Source: an optimization exercise on an open RTL-to-GDS flow (aim: small area and few clock cycles). Production flows keep margins and buffers that such runs may drop.
Function was checked by simulation only, so behaviour that the tests miss may differ from the original.
Power figures rest on the tool's default switching activity, not on a simulated workload.

## flow/design.v

```verilog
module cache(
    clk,
    proc_reset,
    proc_read,
    proc_write,
    proc_addr,
    proc_wdata,
    proc_stall,
    proc_rdata,
    mem_read,
    mem_write,
    mem_addr,
    mem_rdata,
    mem_wdata,
    mem_ready
);
    input          clk;
    input          proc_reset;
    input          proc_read, proc_write;
    input   [29:0] proc_addr;
    input   [31:0] proc_wdata;
    output 	reg        proc_stall;
    output  reg [31:0] proc_rdata;
    input  [127:0] mem_rdata;
    input          mem_ready;
    output   reg    mem_read, mem_write;
    output reg [27:0] mem_addr;
    output reg [127:0] mem_wdata;
    wire [1:0]read_and_write;
	assign read_and_write = {proc_read , proc_write};
	reg [127:0]block_0, block_1, block_2, block_3, block_4, block_5, block_6, block_7,block;
	reg [127:0]block_next_0, block_next_1, block_next_2, block_next_3, block_next_4, block_next_5, block_next_6, block_next_7, block_next;
	reg [7:0]dirty;
	reg [7:0]dirty_next;
	reg [7:0]valid;
	reg [7:0]valid_next;
	reg [24:0]tag_0, tag_1, tag_2, tag_3, tag_4, tag_5, tag_6, tag_7;
	reg [24:0]tag_next_0, tag_next_1, tag_next_2, tag_next_3, tag_next_4, tag_next_5, tag_next_6, tag_next_7;
	reg [31:0] block_to_read;
	reg [127:0]block_to_write;
	reg [24:0]tag;
	reg [1:0]block_offset;
	reg dirty_now;
	reg valid_now;
	reg [31:0] proc_wdata_place;
	reg [1:0] state, next_state;						 
	reg hit, stall;
	always@(*)							 
	begin
		case (proc_addr[4:2])
			3'b000:
				begin
					tag = tag_0;
					dirty_now = dirty[0];
					valid_now = valid[0];
					block = block_0;
				end
			3'b001:
				begin
					tag = tag_1;
					dirty_now = dirty[1];
					valid_now = valid[1];
					block = block_1;
				end
			3'b010:
				begin
					tag = tag_2;
					dirty_now = dirty[2];
					valid_now = valid[2];
					block = block_2;
				end
			3'b011:
				begin
					tag = tag_3;
					dirty_now = dirty[3];
					valid_now = valid[3];
					block = block_3;
				end
			3'b100:
				begin
					tag = tag_4;
					dirty_now = dirty[4];
					valid_now = valid[4];
					block = block_4;
				end
			3'b101:
				begin
					tag = tag_5;
					dirty_now = dirty[5];
					valid_now = valid[5];
					block = block_5;
				end
			3'b110:
				begin
					tag = tag_6;
					dirty_now = dirty[6];
					valid_now = valid[6];
					block = block_6;
				end
			3'b111:
				begin
					tag = tag_7;
					dirty_now = dirty[7];
					valid_now = valid[7];
					block = block_7;
				end
		endcase
	end
	always@(*)					 
	begin
		if (proc_read)
		begin
		case(proc_addr[1:0])
			2'b00:
				begin
					block_to_read = block[31:0];
				end
			2'b01:
				begin
					block_to_read = block[63:32];
				end
			2'b10:
				begin
					block_to_read = block[95:64];
				end
			2'b11:
				begin
					block_to_read = block[127:96];
				end
			endcase
		end
		else
		begin
			block_to_read = 32'b0;
		end
	end
	always@(*)					 
	begin
		if (proc_write)
		begin
			case (proc_addr[1:0])
			2'b00:
				begin
					block_to_write = {block[127:32], proc_wdata};
				end
			2'b01:
				begin
					block_to_write = {block[127:64], proc_wdata, block[31:0]};
				end
			2'b10:
				begin
					block_to_write = {block[127:96], proc_wdata, block[63:0]};
				end
			2'b11:
				begin
					block_to_write = {proc_wdata , block[95:0]};
				end
			endcase
		end
		else
		begin
			block_to_write = 128'd0;
		end
	end
	always@(*)					 
	begin
		if (valid_now && ~state[1] && ~state[0] && (proc_addr[29:5] == tag ))
			begin
				hit = 1'b1;
				stall = 1'b0;
			end
		else
			begin
				hit = 1'b0;
				stall = 1'b1;
			end
	end
	always@(*)					 
	begin
		case (state)
			2'b00:				 
				begin
					tag_next_0 = tag_0;
					tag_next_1 = tag_1;
					tag_next_2 = tag_2;
					tag_next_3 = tag_3;
					tag_next_4 = tag_4;
					tag_next_5 = tag_5;
					tag_next_6 = tag_6;
					tag_next_7 = tag_7;
					if (proc_write && hit)
						begin
							case(proc_addr[4:2])
								3'b000:
									begin
										valid_next = valid;
										dirty_next = dirty;
										valid_next[0] = 1'b1;
										dirty_next[0] = 1'b1;
										block_next_0 = block_to_write;
										block_next_1 = block_1;
										block_next_2 = block_2;
										block_next_3 = block_3;
										block_next_4 = block_4;
										block_next_5 = block_5;
										block_next_6 = block_6;
										block_next_7 = block_7;
									end
								3'b001:
									begin
										valid_next = valid;
										dirty_next = dirty;
										valid_next[1] = 1'b1;
										dirty_next[1] = 1'b1;
										block_next_0 = block_0;
										block_next_1 = block_to_write;
										block_next_2 = block_2;
										block_next_3 = block_3;
										block_next_4 = block_4;
										block_next_5 = block_5;
										block_next_6 = block_6;
										block_next_7 = block_7;
									end
								3'b010:
									begin
										valid_next = valid;
										dirty_next = dirty;
										valid_next[2] = 1'b1;
										dirty_next[2] = 1'b1;
										block_next_0 = block_0;
										block_next_1 = block_1;
										block_next_2 = block_to_write;
										block_next_3 = block_3;
										block_next_4 = block_4;
										block_next_5 = block_5;
										block_next_6 = block_6;
										block_next_7 = block_7;
									end
								3'b011:
									begin
										valid_next = valid;
										dirty_next = dirty;
										valid_next[3] = 1'b1;
										dirty_next[3] = 1'b1;
										block_next_0 = block_0;
										block_next_1 = block_1;
										block_next_2 = block_2;
										block_next_3 = block_to_write;
										block_next_4 = block_4;
										block_next_5 = block_5;
										block_next_6 = block_6;
										block_next_7 = block_7;
									end
								3'b100:
									begin
										valid_next = valid;
										dirty_next = dirty;
										valid_next[4] = 1'b1;
										dirty_next[4] = 1'b1;
										block_next_0 = block_0;
										block_next_1 = block_1;
										block_next_2 = block_2;
										block_next_3 = block_3;
										block_next_4 = block_to_write;
										block_next_5 = block_5;
										block_next_6 = block_6;
										block_next_7 = block_7;
									end
								3'b101:
									begin
										valid_next = valid;
										dirty_next = dirty;
										valid_next[5] = 1'b1;
										dirty_next[5] = 1'b1;
										block_next_0 = block_0;
										block_next_1 = block_1;
										block_next_2 = block_2;
										block_next_3 = block_3;
										block_next_4 = block_4;
										block_next_5 = block_to_write;
										block_next_6 = block_6;
										block_next_7 = block_7;
									end
								3'b110:
									begin
										valid_next = valid;
										dirty_next = dirty;
										valid_next[6] = 1'b1;
										dirty_next[6] = 1'b1;
										block_next_0 = block_0;
										block_next_1 = block_1;
										block_next_2 = block_2;
										block_next_3 = block_3;
										block_next_4 = block_4;
										block_next_5 = block_5;
										block_next_6 = block_to_write;
										block_next_7 = block_7;
									end
								3'b111:
									begin
										valid_next = valid;
										dirty_next = dirty;
										valid_next[7] = 1'b1;
										dirty_next[7] = 1'b1;
										block_next_0 = block_0;
										block_next_1 = block_1;
										block_next_2 = block_2;
										block_next_3 = block_3;
										block_next_4 = block_4;
										block_next_5 = block_5;
										block_next_6 = block_6;
										block_next_7 = block_to_write;
									end
								endcase
						end
					else
						begin
							valid_next = valid;
							dirty_next = dirty;
							block_next_0 = block_0;
							block_next_1 = block_1;
							block_next_2 = block_2;
							block_next_3 = block_3;
							block_next_4 = block_4;
							block_next_5 = block_5;
							block_next_6 = block_6;
							block_next_7 = block_7;
						end
				end
			2'b01:					 
				begin
					valid_next = valid;
					dirty_next = dirty;				
					tag_next_0 = tag_0;
					tag_next_1 = tag_1;
					tag_next_2 = tag_2;
					tag_next_3 = tag_3;
					tag_next_4 = tag_4;
					tag_next_5 = tag_5;
					tag_next_6 = tag_6;
					tag_next_7 = tag_7;
					block_next_0 = block_0;
					block_next_1 = block_1;
					block_next_2 = block_2;
					block_next_3 = block_3;
					block_next_4 = block_4;
					block_next_5 = block_5;
					block_next_6 = block_6;
					block_next_7 = block_7;
				end
			2'b10:			 
				begin
					case (proc_addr[4:2])
						3'b000:
							begin
							valid_next = valid;
							dirty_next = dirty;
							valid_next[0] = 1'b1;
							dirty_next[0] = 1'b0;
							tag_next_0 = proc_addr[29:5];
							tag_next_1 = tag_1;
							tag_next_2 = tag_2;
							tag_next_3 = tag_3;
							tag_next_4 = tag_4;
							tag_next_5 = tag_5;
							tag_next_6 = tag_6;
							tag_next_7 = tag_7;
							block_next_0 = mem_rdata;
							block_next_1 = block_1;
							block_next_2 = block_2;
							block_next_3 = block_3;
							block_next_4 = block_4;
							block_next_5 = block_5;
							block_next_6 = block_6;
							block_next_7 = block_7;
							end
						3'b001:
							begin
							valid_next = valid;
							dirty_next = dirty;
							valid_next[1] = 1'b1;
							dirty_next[1] = 1'b0;
							tag_next_0 = tag_0;
							tag_next_1 = proc_addr[29:5];
							tag_next_2 = tag_2;
							tag_next_3 = tag_3;
							tag_next_4 = tag_4;
							tag_next_5 = tag_5;
							tag_next_6 = tag_6;
							tag_next_7 = tag_7;
							block_next_0 = block_0;
							block_next_1 = mem_rdata;
							block_next_2 = block_2;
							block_next_3 = block_3;
							block_next_4 = block_4;
							block_next_5 = block_5;
							block_next_6 = block_6;
							block_next_7 = block_7;	
							end
						3'b010:
							begin
							valid_next = valid;
							dirty_next = dirty;
							valid_next[2] = 1'b1;
							dirty_next[2] = 1'b0;
							tag_next_0 = tag_0;
							tag_next_1 = tag_1;
							tag_next_2 = proc_addr[29:5];
							tag_next_3 = tag_3;
							tag_next_4 = tag_4;
							tag_next_5 = tag_5;
							tag_next_6 = tag_6;
							tag_next_7 = tag_7;
							block_next_0 = block_0;
							block_next_1 = block_1;
							block_next_2 = mem_rdata;
							block_next_3 = block_3;
							block_next_4 = block_4;
							block_next_5 = block_5;
							block_next_6 = block_6;
							block_next_7 = block_7;	
							end
						3'b011:
							begin
							valid_next = valid;
							dirty_next = dirty;
							valid_next[3] = 1'b1;
							dirty_next[3] = 1'b0;
							tag_next_0 = tag_0;
							tag_next_1 = tag_1;
							tag_next_2 = tag_2;
							tag_next_3 = proc_addr[29:5];
							tag_next_4 = tag_4;
							tag_next_5 = tag_5;
							tag_next_6 = tag_6;
							tag_next_7 = tag_7;
							block_next_0 = block_0;
							block_next_1 = block_1;
							block_next_2 = block_2;
							block_next_3 = mem_rdata;
							block_next_4 = block_4;
							block_next_5 = block_5;
							block_next_6 = block_6;
							block_next_7 = block_7;	
							end
						3'b100:
							begin
							valid_next = valid;
							dirty_next = dirty;
							valid_next[4] = 1'b1;
							dirty_next[4] = 1'b0;
							tag_next_0 = tag_0;
							tag_next_1 = tag_1;
							tag_next_2 = tag_2;
							tag_next_3 = tag_3;
							tag_next_4 = proc_addr[29:5];
							tag_next_5 = tag_5;
							tag_next_6 = tag_6;
							tag_next_7 = tag_7;
							block_next_0 = block_0;
							block_next_1 = block_1;
							block_next_2 = block_2;
							block_next_3 = block_3;
							block_next_4 = mem_rdata;
							block_next_5 = block_5;
							block_next_6 = block_6;
							block_next_7 = block_7;	
							end
						3'b101:
							begin
							valid_next = valid;
							dirty_next = dirty;
							valid_next[5] = 1'b1;
							dirty_next[5] = 1'b0;
							tag_next_0 = tag_0;
							tag_next_1 = tag_1;
							tag_next_2 = tag_2;
							tag_next_3 = tag_3;
							tag_next_4 = tag_4;
							tag_next_5 = proc_addr[29:5];
							tag_next_6 = tag_6;
							tag_next_7 = tag_7;
							block_next_0 = block_0;
							block_next_1 = block_1;
							block_next_2 = block_2;
							block_next_3 = block_3;
							block_next_4 = block_4;
							block_next_5 = mem_rdata;
							block_next_6 = block_6;
							block_next_7 = block_7;	
							end
						3'b110:
							begin
							valid_next = valid;
							dirty_next = dirty;
							valid_next[6] = 1'b1;
							dirty_next[6] = 1'b0;
							tag_next_0 = tag_0;
							tag_next_1 = tag_1;
							tag_next_2 = tag_2;
							tag_next_3 = tag_3;
							tag_next_4 = tag_4;
							tag_next_5 = tag_5;
							tag_next_6 = proc_addr[29:5];
							tag_next_7 = tag_7;
							block_next_0 = block_0;
							block_next_1 = block_1;
							block_next_2 = block_2;
							block_next_3 = block_3;
							block_next_4 = block_4;
							block_next_5 = block_5;
							block_next_6 = mem_rdata;
							block_next_7 = block_7;	
							end
						3'b111:
							begin
							valid_next = valid;
							dirty_next = dirty;
							valid_next[7] = 1'b1;
							dirty_next[7] = 1'b0;
							tag_next_0 = tag_0;
							tag_next_1 = tag_1;
							tag_next_2 = tag_2;
							tag_next_3 = tag_3;
							tag_next_4 = tag_4;
							tag_next_5 = tag_5;
							tag_next_6 = tag_6;
							tag_next_7 = proc_addr[29:5];
							block_next_0 = block_0;
							block_next_1 = block_1;
							block_next_2 = block_2;
							block_next_3 = block_3;
							block_next_4 = block_4;
							block_next_5 = block_5;
							block_next_6 = block_6;
							block_next_7 = mem_rdata;					
							end
					endcase
				end
			2'b11:					 
				begin
					valid_next = valid;
					dirty_next = dirty;				
					tag_next_0 = tag_0;
					tag_next_1 = tag_1;
					tag_next_2 = tag_2;
					tag_next_3 = tag_3;
					tag_next_4 = tag_4;
					tag_next_5 = tag_5;
					tag_next_6 = tag_6;
					tag_next_7 = tag_7;
					block_next_0 = block_0;
					block_next_1 = block_1;
					block_next_2 = block_2;
					block_next_3 = block_3;
					block_next_4 = block_4;
					block_next_5 = block_5;
					block_next_6 = block_6;
					block_next_7 = block_7;
				end
			endcase	
	end
	always@(*)					 
	begin
		case(state)
			2'b00:				 
				begin
					proc_stall = stall;
					mem_read = 1'b0;
					mem_write= 1'b0;
					mem_addr = 28'b0;
					mem_wdata= 128'b0;
					if (proc_read && hit)
						begin
							proc_rdata = block_to_read;
						end
					else
						begin
							proc_rdata = 32'b0;
						end
				end
			2'b01:				 
				begin
					proc_stall = 1'b1;
					proc_rdata = 32'b0;
					mem_read = 1'b0;
					mem_write= 1'b1;
					mem_addr = {tag , proc_addr[4:2]};
					mem_wdata= block;
				end
			2'b10:				 
				begin
					proc_stall = 1'b1;
					proc_rdata = 32'b0;
					mem_read = 1'b1;
					mem_write= 1'b0;
					mem_addr = proc_addr[29:2];					
					mem_wdata=128'b0;
				end
			2'b11:
				begin
					proc_stall = 1'b1;
					proc_rdata = 32'b0;
					mem_read = 1'b1;
					mem_write= 1'b0;
					mem_addr = proc_addr[29:2];					
					mem_wdata=128'b0;
				end
		endcase
	end
	always@(*)						 
	begin
		case(state)
			2'b00:					 
				begin
					if (hit)
						begin
							next_state = 2'b00;
						end
					else if (dirty_now)
						begin
							next_state = 2'b01;
						end
					else
						begin
							next_state = 2'b10;
						end
				end
			2'b01:					 
				begin
					if (mem_ready)
						begin
						next_state = 2'b10;
						end
					else
						begin
						next_state = 2'b01;
						end
				end
			2'b10:					 
				begin
					if (mem_ready)
						begin
							next_state = 2'b00;
						end
					else
						begin
							next_state = 2'b10;
						end
				end
			2'b11:
				begin
					next_state = 2'b11;
				end
			endcase
	end
always@( posedge clk or posedge proc_reset ) begin
    if( proc_reset ) begin
			state <= 2'b00;
			block_0 <= 128'b0;
			block_1 <= 128'b0;
			block_2 <= 128'b0;
			block_3 <= 128'b0;
			block_4 <= 128'b0;
			block_5 <= 128'b0;
			block_6 <= 128'b0;
			block_7 <= 128'b0;
			valid <= 8'd0;
			dirty <= 8'd0;
			tag_0 <= 25'd0;
			tag_1 <= 25'd0;
			tag_2 <= 25'd0;
			tag_3 <= 25'd0;
			tag_4 <= 25'd0;
			tag_5 <= 25'd0;
			tag_6 <= 25'd0;
			tag_7 <= 25'd0;
    end
    else begin
		valid <= valid_next;
		dirty <= dirty_next;
		tag_0 <= tag_next_0;
		tag_1 <= tag_next_1;
		tag_2 <= tag_next_2;
		tag_3 <= tag_next_3;
		tag_4 <= tag_next_4;
		tag_5 <= tag_next_5;
		tag_6 <= tag_next_6;
		tag_7 <= tag_next_7;
		state <= next_state;
		block_0 <= block_next_0;
		block_1 <= block_next_1;
		block_2 <= block_next_2;
		block_3 <= block_next_3;
		block_4 <= block_next_4;
		block_5 <= block_next_5;
		block_6 <= block_next_6;
		block_7 <= block_next_7;
    end
end
endmodule
```

## flow/run.sh

```bash
#!/bin/bash
# synth_recipe.tcl (not shown) runs the flow's synth.tcl, then flattens the netlist and writes it again
# the make line also repeats each setting of config.mk as NAME=value (left out here)
make -C /OpenROAD-flow-scripts/flow DESIGN_CONFIG=/design/flow/config.mk WORK_HOME=/design/flow/orfs CLKGATE_MAP_FILE= SYNTH_SCRIPT=/design/flow/synth_recipe.tcl finish
```

## flow/config.mk

```make
export PLATFORM = sky130hd
export DESIGN_NAME = cache
export DESIGN_NICKNAME = cache
export VERILOG_FILES = /design/flow/design.v
export SDC_FILE = /design/flow/constraint.sdc
export NUM_CORES = 4
export LEC_CHECK = 0
export CAP_MARGIN = 20
export CORE_MARGIN = 2
export CORE_UTILIZATION = 30
export PLACE_DENSITY = 0.5
export SLEW_MARGIN = 20
```

## flow/constraint.sdc

```tcl
create_clock -name core_clock -period 10.0 [get_ports {clk}]
set_input_delay 2.0000 -clock core_clock [delete_from_list [all_inputs] [get_ports {clk}]]
set_output_delay 2.0000 -clock core_clock [all_outputs]
set_load 0.01 [all_outputs]
```

==> run summary, run 1 <==
- PortBufs: 385
- Clk slew on worst S/H paths: 0.06 ns
- Fin Clk Skew: 0.03296 ns
- RSZ-0062 raised after global routing: false
- Final WL: 246.5 mm
- Ratio of cells with drive above 1 in the final layout: 0.2641
- Initial antenna violation count: 14
- Peak Freq: 116.4 MHz
- Register area share after synthesis: 0.5113
- Skew-Pair Late Insertion Delay: 0.80 ns
- Kind of critical path: input pin to output port
- Crit path DAT: 6.59 ns
- Max VDD drop: 0.2200 mV
- Minimum clock period after layout: 8.595 ns
- CP max FO: 67
- Placed cell count: 7840
- Slew Viols, Final: 0
- 1st-iter DRT viols: 3558
- Mapped Area: 60780 um2
- Worst-margin pin slew: 1.153 ns
- DRT antenna net count: 0
- Area post-placement: 67290 um2
- Syn. warnings: 1
- Hold Crit Class: flip-flop to flip-flop
- Total power: 20.58 mW
- XOR/XNOR Fraction of Synth Area: 0.002882
- Multi-input logic area: 27580 um2
- Post-Layout Cell Count: 8115
- Synthesized net count: 5269
- Mapped Avg Cell Area: 11.98 um2
- Post-Synth Simple-Gate Area: 0.05994
- CTS tree: built
- Post-synthesis adder-cell area fraction: 0
- Die X: 454.1 um
- Critical path required time: 8.00 ns
- Fin nets: 5514
- Setup TNS: 0 ns
- Cts hold-fix bufs: 0
- CTS root buffer: clkbuf_16
- Crit path launch type: input pin
- Final WS setup: 1.405 ns
- Register bit total from synthesis: 1242
- Leakage: 30.97 nW
- Outcome: complete, no violations
- Post-DR vias/cell: 5.456
- RePlAce Congestion: 0.8515
- R2r worst-path depth: 11
- Routed via count: 44277
- Longest Clk Path Bufs: 3
- Final instance area: 72110 um2
- I/O pin total: 386
- Pwr Density: 285.3 nW/um2
- First-pass GRT wire length: 348.9 mm
- Fin. Hold Viols: 0
- Max cap viols: 0
- Total CTS buffers: 148
- Area growth syn-to-layout: 18.65%
- Hold path cells: 1
- Cells after Synth: 5074
- Period utilisation layout: 0.8595
- H-tree depth: 4
- DIE AREA: 206200 um2
- DR DRC count: 0
- Ys flop type: dfrtp_1
- Core ar.: 201700 um2
- Wirelength per Cell: 30.38 um
- Largest family of logic cells by synthesized area: multiplexers
- Compound-Gate Fraction of Synth Area: 0.1034
- Largest net degree at the start of global routing: 167
- Die Y: 454.1 um
- Post-synthesis mux area share: 0.2843
- Filler Cells Inserted: 19784
- Vias in the first global route: 44802
- Post-DP HPWL: 155.5 mm
- GRT Resource Usage Total: 0.2352
- Rows: 165
- Post CTS Setup Buffer Count: 0
- Synth unique cells: 70
- Register area: 31080 um2
- DRT Pass-1 Iters: 5
- Post-CTS sizing: 0
- Global route total overflow: 0
- Sink Count: 1242
- Ys async rst share: 1.000
- Final core occ: 0.3575
- Hold slack final: 0.4696 ns
- Slew headroom: 0.2232
- Setup crit end kind: output port
- Post-synth EDFFs: 0
- Count of final setup violators: 0
- R2R setup slack: 5.37 ns
- Effective utilization at floorplan: 0.3013
- Setup WS pre-CTS: 1.450 ns
[routing by layer]
metal	global-route usage	up-vias	routed length, um
met4	0.1394	6	16160
li1	-	18872	-
met5	0	-	34
met1	0.3033	23563	104000
met3	0.03579	415	12120
met2	0.3735	1421	114200
[where the power goes]
part	internal, mW	total, mW	leakage, nW	switching, mW
Sequential	7.33	8.45	15.8	1.12
Combinational	3.06	6.73	12.8	3.67
Clock	3.17	5.39	2.36	2.22
[synth_stat cells, types with 40 or more instances]
| cell | count | area share |
|---|---|---|
| a221oi_1 | 64 | 0.0092 |
| dfrtp_1 | 1242 | 0.51 |
| mux2_2 | 943 | 0.17 |
| buf_2 | 70 | 0.0058 |
| nor2_1 | 355 | 0.022 |
| mux2i_1 | 202 | 0.033 |
| o22ai_1 | 130 | 0.013 |
| clkbuf_1 | 216 | 0.013 |
| a22o_1 | 40 | 0.0058 |
| buf_4 | 76 | 0.0094 |
| o21ai_0 | 343 | 0.028 |
| mux4_2 | 48 | 0.018 |
| nor2b_1 | 64 | 0.0066 |
| nand2_1 | 256 | 0.016 |
| nor3_1 | 86 | 0.0071 |
| a21oi_1 | 246 | 0.020 |
| mux2_1 | 316 | 0.059 |
[final cells by class]
class,instances,area share
diodes,16,0.0005552
clock buffers,226,0.06118
multi-input cells,3374,0.3824
flip-flops and latches,1242,0.4310
clock inverters,32,0.005153
repair buffers,526,0.07167
inverters,27,0.001666
well taps,2672,0.04636
[critical path: stages]
cell,delay [ns]
buf_8,0.49
and2_1,0.95
a221oi_1,0.21
o22a_1,0.34
xnor2_1,0.15
nor4_1,0.28
and3_1,0.30
and4_1,0.34
nand3_2,0.10
buf_4,0.35
a211oi_1,0.29
buf_4,0.15
clkdlybuf4s50_1,0.52
[kinds of logic after synthesis]
kind of cell,after synthesis
buf+inv,458
compound gates,1009
simple gates,836
mux,1509
flops,1242
xor+xnor,20
[flip-flops by register name, summed over array words and instances, names as in the netlist, 25 cells and up, named ones only]
name	count
tag_1	25
block_6	128
block_4	128
block_1	128
block_3	128
block_0	128
tag_6	25
tag_7	25
tag_2	25
block_7	128
block_5	128
block_2	128
tag_0	25
tag_5	25
tag_4	25
tag_3	25
[path summary, 6_finish.rpt]
| path | to | startpoint |
|---|---|---|
| max | proc_rdata[23] | proc_addr[3] |
| min | valid[5] | valid[5] |
| max reg2reg | block_2[72] | tag_3[10] |
| min reg2reg | valid[5] | valid[5] |
| max in group asynchronous | dirty[0] | proc_reset |
| min in group asynchronous | tag_2[5] | proc_reset |
[cells in the final DEF (no fill, tap or decap), types with 21 or more instances in the layout]
cell	netlist	routed
a211oi_1	29	28
a21boi_0	27	27
a21oi_1	246	244
a221oi_1	64	64
a22o_1	40	40
and2_1	22	21
buf_4	76	122
clkbuf_1	216	41
clkbuf_16	0	152
clkbuf_8	0	34
clkdlybuf4s50_1	0	380
dfrtp_1	1242	1242
inv_1	26	23
mux2_1	316	316
mux2_2	943	943
mux2i_1	202	201
mux4_2	48	48
nand2_1	256	255
nor2_1	355	349
nor2b_1	64	57
nor3_1	86	85
o21ai_0	343	336
o221a_2	24	24
o22ai_1	130	130
Testbench counts, summed over its fixed seeds: cycles 96,831.
==> run 2, diff against run 1 <==
==> flow/design.v (replaced) <==
module cache(
    clk,
    proc_reset,
    proc_read,
    proc_write,
    proc_addr,
    proc_wdata,
    proc_stall,
    proc_rdata,
    mem_read,
    mem_write,
    mem_addr,
    mem_rdata,
    mem_wdata,
    mem_ready
);
    input          clk;
    input          proc_reset;
    input          proc_read, proc_write;
    input   [29:0] proc_addr;
    input   [31:0] proc_wdata;
    output reg         proc_stall;
    output reg  [31:0] proc_rdata;
    input  [127:0] mem_rdata;
    input          mem_ready;
    output reg         mem_read, mem_write;
    output reg  [27:0] mem_addr;
    output reg [127:0] mem_wdata;
    localparam S_IDLE = 2'd0;    
    localparam S_WB   = 2'd1;    
    localparam S_RD   = 2'd2;    
    reg [1:0]   state;
    reg [127:0] data [0:7];      
    reg [24:0]  tag  [0:7];
    reg [7:0]   valid, dirty;
    wire [2:0]  idx  = proc_addr[4:2];
    wire [1:0]  offs = proc_addr[1:0];
    wire        req  = proc_read | proc_write;
    wire [127:0] line   = data[idx];
    wire [24:0]  tag_i  = tag[idx];
    wire         hit    = valid[idx] && (tag_i == proc_addr[29:5]);
    wire         dirty_i = dirty[idx];
    wire idle = (state == S_IDLE);
    wire fill = (state == S_RD) && mem_ready;
    reg [127:0] din;
    integer w;
    always @(*) begin
        for (w = 0; w < 4; w = w + 1)
            din[32*w +: 32] = (proc_write && offs == w) ? proc_wdata : mem_rdata[32*w +: 32];
    end
    always @(*) begin
        mem_wdata  = line;
        mem_read   = 1'b0;
        mem_write  = 1'b0;
        mem_addr   = proc_addr[29:2];
        proc_stall = 1'b1;
        proc_rdata = line[32*offs +: 32];
        case (state)
            S_IDLE: begin
                proc_stall = ~hit;
                if (req && !hit) begin
                    if (dirty_i) begin
                        mem_write = 1'b1;
                        mem_addr  = {tag_i, idx};
                    end else
                        mem_read  = 1'b1;
                end
            end
            S_WB: begin
                mem_write = 1'b1;
                mem_addr  = {tag_i, idx};
            end
            default: begin
                mem_read   = 1'b1;
                proc_stall = ~mem_ready;
                proc_rdata = mem_rdata[32*offs +: 32];
            end
        endcase
    end
    always @(posedge clk or posedge proc_reset) begin
        if (proc_reset) begin
            state <= S_IDLE;
            valid <= 8'd0;
            dirty <= 8'd0;
        end else begin
            case (state)
                S_IDLE:
                    if (req && !hit)
                        state <= dirty_i ? S_WB : S_RD;
                    else if (proc_write)
                        dirty[idx] <= 1'b1;
                S_WB:
                    if (mem_ready)
                        state <= S_RD;
                default:
                    if (mem_ready) begin
                        state      <= S_IDLE;
                        valid[idx] <= 1'b1;
                        dirty[idx] <= proc_write;
                    end
            endcase
        end
    end
    integer l;
    always @(posedge clk) begin
        for (l = 0; l < 8; l = l + 1) begin
            if (fill && idx == l)
                tag[l] <= proc_addr[29:5];
            for (w = 0; w < 4; w = w + 1)
                if (idx == l && (fill || (idle && hit && proc_write && offs == w)))
                    data[l][32*w +: 32] <= din[32*w +: 32];
        end
    end
endmodule
--- a/flow/config.mk
+++ b/flow/config.mk
@@ -8,5 +8,6 @@
 export CAP_MARGIN = 20
 export CORE_MARGIN = 2
-export CORE_UTILIZATION = 30
-export PLACE_DENSITY = 0.5
+export CORE_UTILIZATION = 60
+export CTS_BUF_LIST = sky130_fd_sc_hd__clkbuf_4 sky130_fd_sc_hd__clkbuf_8
+export PLACE_DENSITY = 0.75
 export SLEW_MARGIN = 20
==> run summary, run 2 <==
- First-pass GRT wire length: 230.5 mm (-34%)
- Core ar.: 82240 um2 (-59%)
- Compound-Gate Fraction of Synth Area: 0.1217 (+0.01829)
- CP cell instances: clkdlybuf4s50_1, buf_4, inv_1, ha_4, buf_4, a22oi_1, o22ai_1, o32ai_2, xor2_1, nand4_1, or4_1, or4b_1, a21boi_4, buf_4, o22ai_1, clkdlybuf4s50_1
- Final WL: 165.3 mm (-33%)
- Cells after Synth: 3000 (-41%)
- Post-DP HPWL: 99.98 mm (-36%)
- Ratio of cells with drive above 1 in the final layout: 0.1773 (-0.08677)
- Final instance area: 58530 um2 (-19%)
- Max VDD drop: 0.1457 mV (-34%)
- Initial antenna violation count: 11 (-3)
- Count of final setup violators: 0 (unchanged)
- Post-Synth Simple-Gate Area: 0.03171 (-0.02823)
- Synth top cells by count: edfxtp_1 (1224), a222oi_1 (222), a21oi_1 (213), clkbuf_1 (168), mux2_2 (167)
- Skew-Pair Late Insertion Delay: 0.86 ns (+0.06 ns)
- Fin. Hold Viols: 0 (unchanged)
- Post-synth EDFFs: 1224 (+1224)
- Critical Path Most Common Cell: buf_4
- Die X: 292.5 um (-36%)
- Placed cell count: 4313 (-45%)
- CP max FO: 34 (-49%)
- CTS tree: built
- Post-synthesis adder-cell area fraction: 0.001503 (+0.001503)
- Hold Crit Class: flip-flop to flip-flop
- Most frequent cells in the layout: edfxtp_1 (1224), clkdlybuf4s50_1 (382), a222oi_1 (222), a21oi_1 (213), clkbuf_8 (186)
- Reg power frac: 0.506 (+0.095)
- GRT Resource Usage Total: 0.3815 (+0.1463)
- Longest Clk Path Bufs: 3 (unchanged)
- Die Y: 292.5 um (-36%)
- DR DRC count: 0 (unchanged)
- XOR/XNOR Fraction of Synth Area: 0.004384 (+0.001502)
- Post-synthesis mux area share: 0.07578 (-0.2085)
- Post CTS Setup Buffer Count: 0 (unchanged)
- Kind of critical path: input pin to output port
- Most frequent cell after synthesis: edfxtp_1
- RePlAce Congestion: 0.9185 (+7.9%)
- Logic pwr share: 0.164 (-0.163)
- Crit path launch type: input pin
- Fin Clk Skew: 0.04292 ns (+0.009962 ns)
- Post-CTS sizing: 0 (unchanged)
- Ys async rst share: 0.01449 (-0.9855)
- Post-Layout Cell Count: 4622 (-43%)
- Syn. warnings: 3 (+2)
- Minimum clock period after layout: 9.530 ns (+0.9352 ns)
- Largest regs: data (1024), tag (200)
- Peak Freq: 104.9 MHz (-9.8%)
- Post-DR vias/cell: 7.291 (+34%)
- Period utilisation layout: 0.9530 (+0.09352)
- H-tree depth: 4 (unchanged)
- Synth unique cells: 69 (-1.4%)
- Clk slew on worst S/H paths: 0.06 ns (about the same)
- DRT antenna net count: 0 (unchanged)
- Total CTS buffers: 183 (+24%)
- Mapped Area: 49950 um2 (-18%)
- Rows: 105 (-36%)
- Slew headroom: 0.1588 (-0.06437)
- Top reg by flops: data
- Largest cells by area after synthesis: edfxtp_1 (74%), a222oi_1 (4.4%), mux2_2 (3.8%)
- Sink Count: 1242 (unchanged)
- Area post-placement: 55080 um2 (-18%)
- Vias in the first global route: 32702 (-27%)
- Register bit total from synthesis: 1242 (unchanged)
- Ys flop type: edfxtp_1
- Largest net degree at the start of global routing: 167 (unchanged)
- Outcome: complete, no violations
- Pwr Density: 203.4 nW/um2 (-29%)
- Routed via count: 33700 (-24%)
- Net Sw Frac: 0.2658 (-0.07498)
- Worst-margin pin slew: 1.262 ns (+0.1087 ns)
- Fin nets: 3629 (-34%)
- Cell internal pwr: 8.742 mW (-36%)
- Synthesized net count: 3201 (-39%)
- 1st-iter DRT viols: 6057 (+70%)
- Max cap viols: 0 (unchanged)
- Sw power: 3.165 mW (-55%)
- I/O pin total: 386 (unchanged)
- Clk pwr share: 0.331 (+0.069)
- Commonest non-fill, non-tap cell in the layout: edfxtp_1
- Setup crit end kind: output port
- Leakage: 19.20 nW (-38%)
- RSZ-0062 raised after global routing: false
- Filler Cells Inserted: 5058 (-74%)
- CTS root buffer: clkbuf_8
- Slew Viols, Final: 0 (unchanged)
- Wirelength per Cell: 35.77 um (+18%)
- Cts hold-fix bufs: 0 (unchanged)
- DRT Pass-1 Iters: 10 (+5)
- Slowest stage cell, crit path: or4b_1
- Max reg flops: 1024
- Largest area contributor in the netlist: edfxtp_1
- Area growth syn-to-layout: 17.18%
- Critical path required time: 8.00 ns (about the same)
- Worst path max stage delay: 0.86 ns (-0.09 ns)
- PortBufs: 385 (unchanged)
- Setup TNS: 0 ns (unchanged)
- Crit path DAT: 7.53 ns (+0.94 ns)
- Global route total overflow: 0 (unchanged)
- DIE AREA: 85570 um2 (-59%)
- Effective utilization at floorplan: 0.6073 (+0.3060)
- Largest family of logic cells by synthesized area: compound AO/OA/AOI/OAI gates
- Post-synth top area share: 0.7359 (+0.2245)
- Mapped Avg Cell Area: 16.65 um2 (+39%)
- Register area share after synthesis: 0.7449 (+0.2335)
run 2: cell types whose count changed after synthesis, moves of 216 or more:
cell      change
a222oi_1    +216
dfrtp_1    -1224
edfxtp_1   +1224
mux2_1      -316
mux2_2      -776
o21ai_0     -323
run 2: stage by stage:
stage          hold slack (ns)  worst slack, ns    util  power (mW)
3_3_place_gp            0.4486           0.6402  0.6697       7.955
3_5_place_dp            0.4592           0.5325  0.6697       7.994
2_1_floorplan           0.4226            2.527       -       7.042
5_1_grt                 0.4870           0.2653  0.7116       12.17
6_report                0.4691           0.4702  0.7117       11.91
4_1_cts                 0.4733           0.5160  0.7115       11.83
run 2: power by group through the flow:
stage / clock [mW] / sequential [mW] / combinational [mW]
after floorplan: 0 / 6.11 / 0.936
after global placement: 0 / 6.12 / 1.84
after detailed placement: 0 / 6.13 / 1.87
after CTS: 3.93 / 6.02 / 1.88
after global routing: 4.14 / 6.03 / 1.99
final: 3.94 / 6.02 / 1.95
run 2: kinds of logic after synthesis:
kind of cell	Yosys count
AO/OA/AOI/OAI	788
XOR/XNOR	25
adder cells (fa/ha/maj)	6
buffers and inverters	247
flip-flops	1242
multiplexers	333
AND/OR/NAND/NOR	359
run 2: final cells by class:
class	instances	area, um2	area share
antenna	4	10.01	0.0001710
tap	1070	1339	0.02287
clock buffer	241	2973	0.05079
timing repair buffer	476	4562	0.07794
inverter	14	60.06	0.001026
sequential	1242	37210	0.6357
clock inverter	64	466.7	0.007974
multi-input combinational	1511	11910	0.2035
run 2: path summary, 6_finish.rpt:
kind / startpoint / endpoint / cells past startpoint / slack, ns
worst max-delay path: proc_addr[2] / mem_addr[21] / 16 / 0.47
worst min-delay path: valid[2] / valid[2] / 1 / 0.47
worst max register to register: tag[3][11] / data[4][73] / 10 / 4.91
worst min register to register: valid[2] / valid[2] / 1 / 0.47
max in group asynchronous: proc_reset / state[1] / 2 / 7.94
min in group asynchronous: proc_reset / valid[1] / 2 / 1.59
run 2: layer usage:
layer | vias to the layer above | routed length (um) | track usage
met5 | - | 92 | 0
met3 | 536 | 27150 | 0.1294
li1 | 13293 | - | -
met1 | 16591 | 55740 | 0.5088
met4 | 12 | 8719 | 0.1825
met2 | 3268 | 73630 | 0.5693
run 2: critical path: cells and delay by family:
kind                       cells  cell delay, ns
AOI/OAI and AO/OA              5            1.47
and+or+nand+nor                3            1.53
buffers and inverters          6            2.04
xor gates and xnor gates       1            0.18
adders and majority gates      1            0.28
Testbench counts of run 2, summed over its fixed seeds: cycles 82,961.
==> run 3, diff against run 2 <==
--- a/flow/config.mk
+++ b/flow/config.mk
@@ -8,6 +8,5 @@
 export CAP_MARGIN = 20
 export CORE_MARGIN = 2
-export CORE_UTILIZATION = 60
-export CTS_BUF_LIST = sky130_fd_sc_hd__clkbuf_4 sky130_fd_sc_hd__clkbuf_8
-export PLACE_DENSITY = 0.75
+export CORE_UTILIZATION = 30
+export PLACE_DENSITY = 0.5
 export SLEW_MARGIN = 20
==> run summary, run 3 <==
- Minimum clock period after layout: 9.356 ns (-0.1737 ns)
- I/O pin total: 386 (unchanged)
- Top Family by Delay on Critical Path: simple AND/OR/NAND/NOR gates
- Top reg by flops: data
- Clk pwr share: 0.376 (+0.045)
- Longest Clk Path Bufs: 3 (unchanged)
- Fin Clk Skew: 0.04534 ns (+0.002425 ns)
- Die Y: 412.0 um (+41%)
- Ys flop type: edfxtp_1
- Final WL: 192.1 mm (+16%)
- Worst-margin pin slew: 1.173 ns (-0.08927 ns)
- DRT Pass-1 Iters: 8 (-2)
- Placed cell count: 5437 (+26%)
- Vias in the first global route: 30969 (-5.3%)
- Sw power: 3.434 mW (+8.5%)
- Outcome: complete, no violations
- Pwr Density: 211.4 nW/um2 (+3.9%)
- Largest net degree at the start of global routing: 167 (unchanged)
- CP cell instances: clkdlybuf4s50_1, buf_4, ha_4, or2_2, a21oi_1, o32ai_2, xor2_1, nand4_1, or4_1, or4b_1, buf_4, and2_1, o22ai_1, clkdlybuf4s50_1
- Skew-Pair Late Insertion Delay: 0.78 ns (-0.08 ns)
- H-tree depth: 4 (unchanged)
- Leakage: 19.51 nW (+1.6%)
- Period utilisation layout: 0.9356 (-0.01737)
- Core ar.: 165200 um2 (+100%)
- Ratio of cells with drive above 1 in the final layout: 0.1578 (-0.01946)
- Crit path launch type: input pin
- Setup crit end kind: output port
- Logic pwr share: 0.156 (-0.008)
- Mapped Avg Cell Area: 16.65 um2 (unchanged)
- Net Sw Frac: 0.2670 (+0.001113)
- Slew headroom: 0.2175 (+0.05868)
- RSZ-0062 raised after global routing: false
- RePlAce Congestion: 0.8163 (-11%)
- Final WS setup: 0.6439 ns (+0.1737 ns)
- Post CTS Setup Buffer Count: 0 (unchanged)
- Fin. Hold Viols: 0 (unchanged)
- Post-synth top area share: 0.7359 (unchanged)
- Total power: 12.86 mW (+8.0%)
- Synthesized net count: 3201 (unchanged)
- Reg power frac: 0.468 (-0.038)
- Routed via count: 32329 (-4.1%)
- Max VDD drop: 0.1752 mV (+20%)
- Post-CTS sizing: 0 (unchanged)
- Effective utilization at floorplan: 0.3024 (-0.3049)
- Die X: 412.0 um (+41%)
- Post-synth EDFFs: 1224 (unchanged)
- Worst path max stage delay: 0.62 ns (-0.24 ns)
- Largest regs: data (1024), tag (200)
- Kind of critical path: input pin to output port
- Slowest stage cell, crit path: or4b_1
- Ys async rst share: 0.01449 (unchanged)
- Post-Layout Cell Count: 5676 (+23%)
- Setup TNS: 0 ns (unchanged)
- Max reg flops: 1024 (unchanged)
- Cell internal pwr: 9.430 mW (+7.9%)
- Register bit total from synthesis: 1242 (unchanged)
- GRT Resource Usage Total: 0.2215 (-0.1600)
- Post-DR vias/cell: 5.696 (-22%)
- Peak Freq: 106.9 MHz (+1.9%)
- DIE AREA: 169800 um2 (+98%)
- Largest area contributor in the netlist: edfxtp_1
- Most frequent cell after synthesis: edfxtp_1
- Initial antenna violation count: 11 (unchanged)
- Synth unique cells: 69 (unchanged)
- Crit path DAT: 7.36 ns (-0.17 ns)
- DRT antenna net count: 0 (unchanged)
- Area growth syn-to-layout: 21.81%
- CTS root buffer: clkbuf_16
- Largest cells by area after synthesis: edfxtp_1 (74%), a222oi_1 (4.4%), mux2_2 (3.8%)
- CP max FO: 27 (-21%)
- Slew Viols, Final: 0 (unchanged)
- Count of final setup violators: 0 (unchanged)
- Final core occ: 0.3683 (-0.3433)
- 1st-iter DRT viols: 4987 (-18%)
- Synth top cells by count: edfxtp_1 (1224), a222oi_1 (222), a21oi_1 (213), clkbuf_1 (168), mux2_2 (167)
- Max cap viols: 0 (unchanged)
- Fin nets: 3585 (-1.2%)
- Total CTS buffers: 134 (-27%)
- Hold slack final: 0.4648 ns (-0.004323 ns)
- Cts hold-fix bufs: 0 (unchanged)
- Syn. warnings: 3 (unchanged)
- First-pass GRT wire length: 261.7 mm (+14%)
- Commonest non-fill, non-tap cell in the layout: edfxtp_1
- Most frequent cells in the layout: edfxtp_1 (1224), clkdlybuf4s50_1 (382), a222oi_1 (222), a21oi_1 (212), mux2_2 (167)
- Filler Cells Inserted: 15554 (+210%)
- Rows: 149 (+42%)
- Clk slew on worst S/H paths: 0.06 ns (about the same)
- Mapped Area: 49950 um2 (unchanged)
- Register area share after synthesis: 0.7449 (unchanged)
- Area post-placement: 56600 um2 (+2.8%)
- Wirelength per Cell: 33.84 um (-5.4%)
- Sink Count: 1242 (unchanged)
- Final instance area: 60840 um2 (+3.9%)
- Hold Crit Class: flip-flop to flip-flop
- Post-DP HPWL: 119.1 mm (+19%)
- Setup WS pre-CTS: 0.6547 ns (+0.1221 ns)
- DR DRC count: 0 (unchanged)
- Cells after Synth: 3000 (unchanged)
- CTS tree: built
- PortBufs: 385 (unchanged)
- Global route total overflow: 0 (unchanged)
- Critical path required time: 8.00 ns (about the same)
- Buf/Inv on CP: 4 (-2)
run 3: path summary, 6_finish.rpt:
check / to / cells past startpoint / slack, ns / startpoint
worst max-delay path: mem_addr[12] / 14 / 0.64 / proc_addr[2]
worst min-delay path: valid[5] / 1 / 0.46 / valid[5]
worst max register to register: data[2][77] / 11 / 4.88 / tag[3][11]
worst min register to register: valid[5] / 1 / 0.46 / valid[5]
max in group asynchronous: state[1] / 2 / 7.75 / proc_reset
min in group asynchronous: valid[7] / 2 / 1.71 / proc_reset
run 3: logic make-up after synthesis:
family          after synthesis  synth area share
compound gates              788            0.1217
buf+inv                     247           0.02004
fa+ha+maj                     6          0.001503
flops                      1242            0.7449
xor+xnor                     25          0.004384
simple gates                359           0.03171
mux                         333           0.07578
run 3: cell type report:
class                      count  area [um2]  area share
sequential                  1242       37210      0.6116
multi-input combinational   1511       11930      0.1961
timing repair buffer         481        4653     0.07648
clock buffer                 168        3545     0.05826
tap                         2189        2739     0.04502
clock inverter                69       693.2     0.01139
inverter                      14       65.06    0.001069
antenna                        2       5.005  0.00008226
run 3: routing by layer:
layer | vias to the layer above | track usage | wire length, um | part of all wire
met3 | 221 | 0.04558 | 18230 | 0.095
met1 | 17068 | 0.3195 | 82290 | 0.43
met5 | - | 0 | 27 | 0.00014
met2 | 1808 | 0.3390 | 86960 | 0.45
li1 | 13228 | - | - | -
met4 | 4 | 0.05751 | 4563 | 0.024
run 3: power by group through the flow:
stage	combinational, mW	sequential [mW]	clock, mW
floorplan	0.936	6.11	0
global placement	1.99	6.13	0
detailed placement	1.99	6.13	0
CTS	2.00	6.02	4.90
global route	2.09	6.03	5.10
finish	2.00	6.02	4.84

==> port drivers added, routing unchanged <==
No port has a modelled driver above. Below, the same layouts with a new extraction and two added sets of constraints.
Step 1 (the two cells are an assumption about what drives the block):
set clk [get_ports {clk}]
set_driving_cell -lib_cell sky130_fd_sc_hd__clkbuf_16 $clk
set_driving_cell -lib_cell sky130_fd_sc_hd__buf_2 [delete_from_list [all_inputs] $clk]
Step 2 also shifts input and output timing later by t, the mid clock arrival at the registers, as if the neighbouring blocks saw the same clock.
Slacks: no drivers / after step 1 / after step 2; pairs: no drivers / after step 1.
| run | t (ns) | slack for setup (ns) | hold WS [ns] | worst register clock-pin slew, ns |
|---|---|---|---|---|
| run 1 | 0.873 | 1.405 / 1.353 / 1.353 | 0.470 / 0.470 / 0.470 | 0.06 / 0.06 |
| run 2 | 0.904 | 0.470 / 0.444 / 0.444 | 0.469 / 0.469 / 0.469 | 0.07 / 0.07 |
| run 3 | 0.836 | 0.644 / 0.622 / 0.622 | 0.465 / 0.465 / 0.465 | 0.07 / 0.07 |
After both steps setup and hold are still met in every run listed. For run 1, which loses most, drivers alone change the setup slack by -0.052 ns; drivers and shift together by -0.052 ns.
